What follows belongs to an exercise in optimizing a design on an open flow for small area, a short achievable clock period and few clock cycles per item; a production flow would make more cautious choices. RTL that was checked went through simulation tests only; none was proved equivalent to the original. No activity file was given, so power comes from the tool's default toggle rates.

nickel:
==> module el2_exu_div_ctl, before the edit <==
module el2_exu_div_ctl
  (
   input logic           clk,                        
   input logic           rst_l,                      
   input logic           dp_valid,                   
   input logic           dp_unsign,                  
   input logic           dp_rem,                     
   input logic  [31:0]   dividend,                   
   input logic  [31:0]   divisor,                    
   input logic           cancel,                     
   output logic          finish_dly,                 
   output logic [31:0]   out                         
  );
   logic        sv_ff;                  
   logic        it_ff;                  
   logic        fin_ff;                 
   logic [3:0]  cnt_ff;                 
   logic [31:0] r_ff;                   
   logic [31:0] q_ff;                   
   logic [32:0] b_ff;                   
   logic        rem_ff, neg_ff;         
   wire  busy = sv_ff | it_ff;
   wire  last = it_ff & (cnt_ff == 4'd0);
   wire  sa = ~dp_unsign & dividend[31];
   wire  sb = ~dp_unsign & divisor[31];
   wire  bz = (divisor == 32'b0);
   wire [31:0] abs_a, abs_b;
   div_cneg_in u_nega (.s(sa), .x(dividend), .y(abs_a));
   div_cneg_in u_negb (.s(sb), .x(divisor),  .y(abs_b));
   wire        q1, d1_co, q2, d2_co;
   wire [31:0] r1, d2;
   div_step34 u_s1 (.en(it_ff), .x({2'b0, r_ff}), .b({1'b0, b_ff}), .q(q1), .co(d1_co), .y(r1));
   div_step33 u_s2 (.en(it_ff), .x({1'b0, r1}), .b({1'b0, b_ff[32:1]}), .q(q2), .co(d2_co), .y(d2));
   wire        early = ~d1_co;
   wire [5:0]  clza, clzb;
   div_clz32 u_clza (.x(r_ff), .n(clza));
   div_clz32 u_clzb (.x(b_ff[31:0]), .n(clzb));
   wire [5:0]  sdiff = clzb - clza;                     
   wire        bzero = clzb[5];
   wire [3:0]  m     = (bzero | ~sv_ff) ? 4'hf : sdiff[4:1];
   wire        keep1 = 1'b1;
   wire        go    = it_ff;
   wire        lastq = last;
   wire        qb1   = q1;
   wire        qb2   = q2;
   wire [32:0] b_rot;
   div_rot33 u_rot (.b(b_ff), .m(m), .y(b_rot));
   wire [31:0] r_next, q_next;
   wire [32:0] b_next;
   div_rnext u_rn (.busy(busy), .keep1(keep1), .q2(q2), .d2(d2), .r1(r1), .r(r_ff), .abs_a(abs_a), .y(r_next));
   div_qnext u_qn (.go(go), .lastq(lastq), .rem(rem_ff), .sv(sv_ff), .dp_rem(dp_rem), .qb1(qb1), .qb2(qb2),
                   .r_next(r_next), .q(q_ff), .abs_a(abs_a), .y(q_next));
   div_bnext u_bn (.busy(busy), .b_rot(b_rot), .abs_b(abs_b), .y(b_next));
   always_ff @(posedge clk or negedge rst_l) begin
      if (!rst_l) begin
         sv_ff  <= 1'b0;
         it_ff  <= 1'b0;
         fin_ff <= 1'b0;
      end
      else begin
         sv_ff  <= dp_valid & ~cancel;
         it_ff  <= ~cancel & ((sv_ff & ~early) | (it_ff & (cnt_ff != 4'd0)));
         fin_ff <= ~cancel & last;
      end
   end
   always_ff @(posedge clk) begin
      cnt_ff <= sv_ff ? m : cnt_ff - 4'd1;
      r_ff   <= r_next;
      q_ff   <= q_next;
      b_ff   <= b_next;
      if (!busy) begin
         rem_ff <= dp_rem;
         neg_ff <= dp_rem ? sa : (sa ^ sb) & ~bz;
      end
   end
   wire [31:0] ans;
   div_cneg_out u_nego (.s(neg_ff), .x(q_ff), .y(ans));
   assign out        = ans;
   assign finish_dly = ~cancel & (fin_ff | (sv_ff & early));
endmodule  
==> module div_rnext, before the edit <==
module div_rnext (input logic busy, input logic keep1, input logic q2, input logic [31:0] d2,
                  input logic [31:0] r1, input logic [31:0] r, input logic [31:0] abs_a, output logic [31:0] y);
   assign y = q2 ? d2 : (busy ? (keep1 ? r1 : r) : abs_a);
endmodule
==> module div_qnext, before the edit <==
module div_qnext (input logic go, input logic lastq, input logic rem, input logic sv, input logic dp_rem,
                  input logic qb1, input logic qb2, input logic [31:0] r_next, input logic [31:0] q,
                  input logic [31:0] abs_a, output logic [31:0] y);
   assign y = go ? ((lastq & rem) ? r_next : {q[29:0], qb1, qb2}) :
              sv ? 32'b0 : (abs_a & {32{dp_rem}});
endmodule
==> module div_bnext, before the edit <==
module div_bnext (input logic busy, input logic [32:0] b_rot, input logic [31:0] abs_b, output logic [32:0] y);
   assign y = busy ? b_rot : {1'b0, abs_b};
endmodule
export LEC_CHECK = 0
export CAP_MARGIN = 40
export CORE_MARGIN = 2
export CORE_UTILIZATION = 40
export SETUP_SLACK_MARGIN = 5
export SLEW_MARGIN = 40
export SYNTH_HIERARCHICAL = 1
export SYNTH_MINIMUM_KEEP_SIZE = 0
create_clock -name core_clock -period 12.0 [get_ports {clk}]
standard.sh (not shown) runs the stock make flow with config.mk's settings and CLKGATE_MAP_FILE= SYNTH_SCRIPT=/design/flow/synth_recipe.tcl, a recipe that flattens the netlist after the stock synthesis.
==> flow/flow/run.sh <==
#!/bin/bash
set -euo pipefail
MARGIN=${MARGIN:-6.8}
PORTBUF=${PORTBUF:-sky130_fd_sc_hd__buf_1}
sed -E -e "s/SETUP_SLACK_MARGIN=[^ ]+/SETUP_SLACK_MARGIN=${MARGIN}/" \
       -e "s/CLKGATE_MAP_FILE= /CLKGATE_MAP_FILE= 'BUFFER_PORTS_ARGS=-buffer_cell ${PORTBUF}' /" \
       standard.sh > standard_mod.sh
grep -q "BUFFER_PORTS_ARGS" standard_mod.sh
bash standard_mod.sh > flow.log 2>&1
Having completed the whole flow, nickel delivered a layout that passed the timing, design-rule and antenna checks.
[inputs] harbor vs nickel
diff --git a/flow/design.v b/flow/design.v
--- a/flow/design.v
+++ b/flow/design.v
@@ -14,14 +14,15 @@
    logic        sv_ff;                  
    logic        it_ff;                  
    logic        fin_ff;                 
    logic [3:0]  cnt_ff;                 
+   logic        busy, last;
    logic [31:0] r_ff;                   
    logic [31:0] q_ff;                   
    logic [32:0] b_ff;                   
    logic        rem_ff, neg_ff;         
-   wire  busy = sv_ff | it_ff;
-   wire  last = it_ff & (cnt_ff == 4'd0);
+   assign busy = sv_ff | it_ff;
+   assign last = it_ff & (cnt_ff == 4'd0);
    wire  sa = ~dp_unsign & dividend[31];
    wire  sb = ~dp_unsign & divisor[31];
    wire  bz = (divisor == 32'b0);
    wire [31:0] abs_a, abs_b;
@@ -30,28 +31,19 @@
    wire        q1, d1_co, q2, d2_co;
    wire [31:0] r1, d2;
    div_step34 u_s1 (.en(it_ff), .x({2'b0, r_ff}), .b({1'b0, b_ff}), .q(q1), .co(d1_co), .y(r1));
    div_step33 u_s2 (.en(it_ff), .x({1'b0, r1}), .b({1'b0, b_ff[32:1]}), .q(q2), .co(d2_co), .y(d2));
-   wire        early = ~d1_co;
-   wire [5:0]  clza, clzb;
+   wire [31:0] r2_n = busy ? r1 : abs_a;
+   wire [31:0] r_next = q2 ? d2 : r2_n;
+   wire early = ~d1_co;
+   wire [5:0] clza, clzb;
    div_clz32 u_clza (.x(r_ff), .n(clza));
    div_clz32 u_clzb (.x(b_ff[31:0]), .n(clzb));
    wire [5:0]  sdiff = clzb - clza;                     
    wire        bzero = clzb[5];
    wire [3:0]  m     = (bzero | ~sv_ff) ? 4'hf : sdiff[4:1];
-   wire        keep1 = 1'b1;
-   wire        go    = it_ff;
-   wire        lastq = last;
-   wire        qb1   = q1;
-   wire        qb2   = q2;
    wire [32:0] b_rot;
    div_rot33 u_rot (.b(b_ff), .m(m), .y(b_rot));
-   wire [31:0] r_next, q_next;
-   wire [32:0] b_next;
-   div_rnext u_rn (.busy(busy), .keep1(keep1), .q2(q2), .d2(d2), .r1(r1), .r(r_ff), .abs_a(abs_a), .y(r_next));
-   div_qnext u_qn (.go(go), .lastq(lastq), .rem(rem_ff), .sv(sv_ff), .dp_rem(dp_rem), .qb1(qb1), .qb2(qb2),
-                   .r_next(r_next), .q(q_ff), .abs_a(abs_a), .y(q_next));
-   div_bnext u_bn (.busy(busy), .b_rot(b_rot), .abs_b(abs_b), .y(b_next));
    always_ff @(posedge clk or negedge rst_l) begin
       if (!rst_l) begin
          sv_ff  <= 1'b0;
          it_ff  <= 1'b0;
@@ -65,10 +57,11 @@
    end
    always_ff @(posedge clk) begin
       cnt_ff <= sv_ff ? m : cnt_ff - 4'd1;
       r_ff   <= r_next;
-      q_ff   <= q_next;
-      b_ff   <= b_next;
+      q_ff   <= it_ff ? ((last & rem_ff) ? r_next : {q_ff[29:0], q1, q2}) :
+                sv_ff ? 32'b0 : (abs_a & {32{dp_rem}});
+      b_ff   <= busy ? b_rot : {1'b0, abs_b};
       if (!busy) begin
          rem_ff <= dp_rem;
          neg_ff <= dp_rem ? sa : (sa ^ sb) & ~bz;
       end
@@ -578,17 +571,4 @@
    wire [32:0] b_r4  = m[1] ? {b_r2[28:0], b_r2[32:29]} : b_r2;
    wire [32:0] b_r8  = m[2] ? {b_r4[24:0], b_r4[32:25]} : b_r4;
    assign y          = m[3] ? {b_r8[16:0], b_r8[32:17]} : b_r8;
 endmodule
-module div_rnext (input logic busy, input logic keep1, input logic q2, input logic [31:0] d2,
-                  input logic [31:0] r1, input logic [31:0] r, input logic [31:0] abs_a, output logic [31:0] y);
-   assign y = q2 ? d2 : (busy ? (keep1 ? r1 : r) : abs_a);
-endmodule
-module div_qnext (input logic go, input logic lastq, input logic rem, input logic sv, input logic dp_rem,
-                  input logic qb1, input logic qb2, input logic [31:0] r_next, input logic [31:0] q,
-                  input logic [31:0] abs_a, output logic [31:0] y);
-   assign y = go ? ((lastq & rem) ? r_next : {q[29:0], qb1, qb2}) :
-              sv ? 32'b0 : (abs_a & {32{dp_rem}});
-endmodule
-module div_bnext (input logic busy, input logic [32:0] b_rot, input logic [31:0] abs_b, output logic [32:0] y);
-   assign y = busy ? b_rot : {1'b0, abs_b};
-endmodule
Findings:
harbor reached the final stage; the timing, design-rule and antenna checks on its layout passed.
What nickel reported for met2 routed wirelength has to be multiplied by 0.890 to get the figure for harbor.
Of harbor and nickel, the higher share of total power consumed by net switching belongs to harbor.
harbor vs nickel: relative area of non-clock buffer cells in the final design down in harbor
Total number of vias: harbor vs nickel down 1,179
Between harbor and nickel, it is harbor whose final worst-path cycle share is lower, by 0.23 points.
[harbor] logic depth of the worst setup path including buffers fell 12 relative to nickel
Note that the post-route standard cell area excluding fillers recorded for harbor amounts to 0.898 times the value seen in nickel.
Testbench counts of harbor, summed over its fixed seeds: cycles 18,134, items 3,200.
No functional check of the RTL was part of nickel.

-- afterwards: timing with drivers on the ports --
The results above use ideal ports. As a check the final layouts listed here were re-extracted and re-timed, cells and wires unchanged. Step 1 sets driving cells, clkbuf_16 on the clock port and buf_2 on the other inputs (assumed; they add their load-dependent delay and slew). Step 2, shift: input delay + t, output delay - t, t = (earliest + latest rising clock arrival at the registers) / 2. This alone moves slack from input paths to output paths. a / b / c = ideal ports / drivers / drivers and shift; a / b = the first two.
run | t, ns | slack for setup (ns) | worst setup path after step 2 | pins driven straight from the clock port
nickel | 0.420 | 6.733 / 6.711 / 6.733 | register to register | 1
harbor | 0.418 | 6.761 / 6.712 / 6.777 | input to output | 1
After both steps every run listed still meets setup and hold.
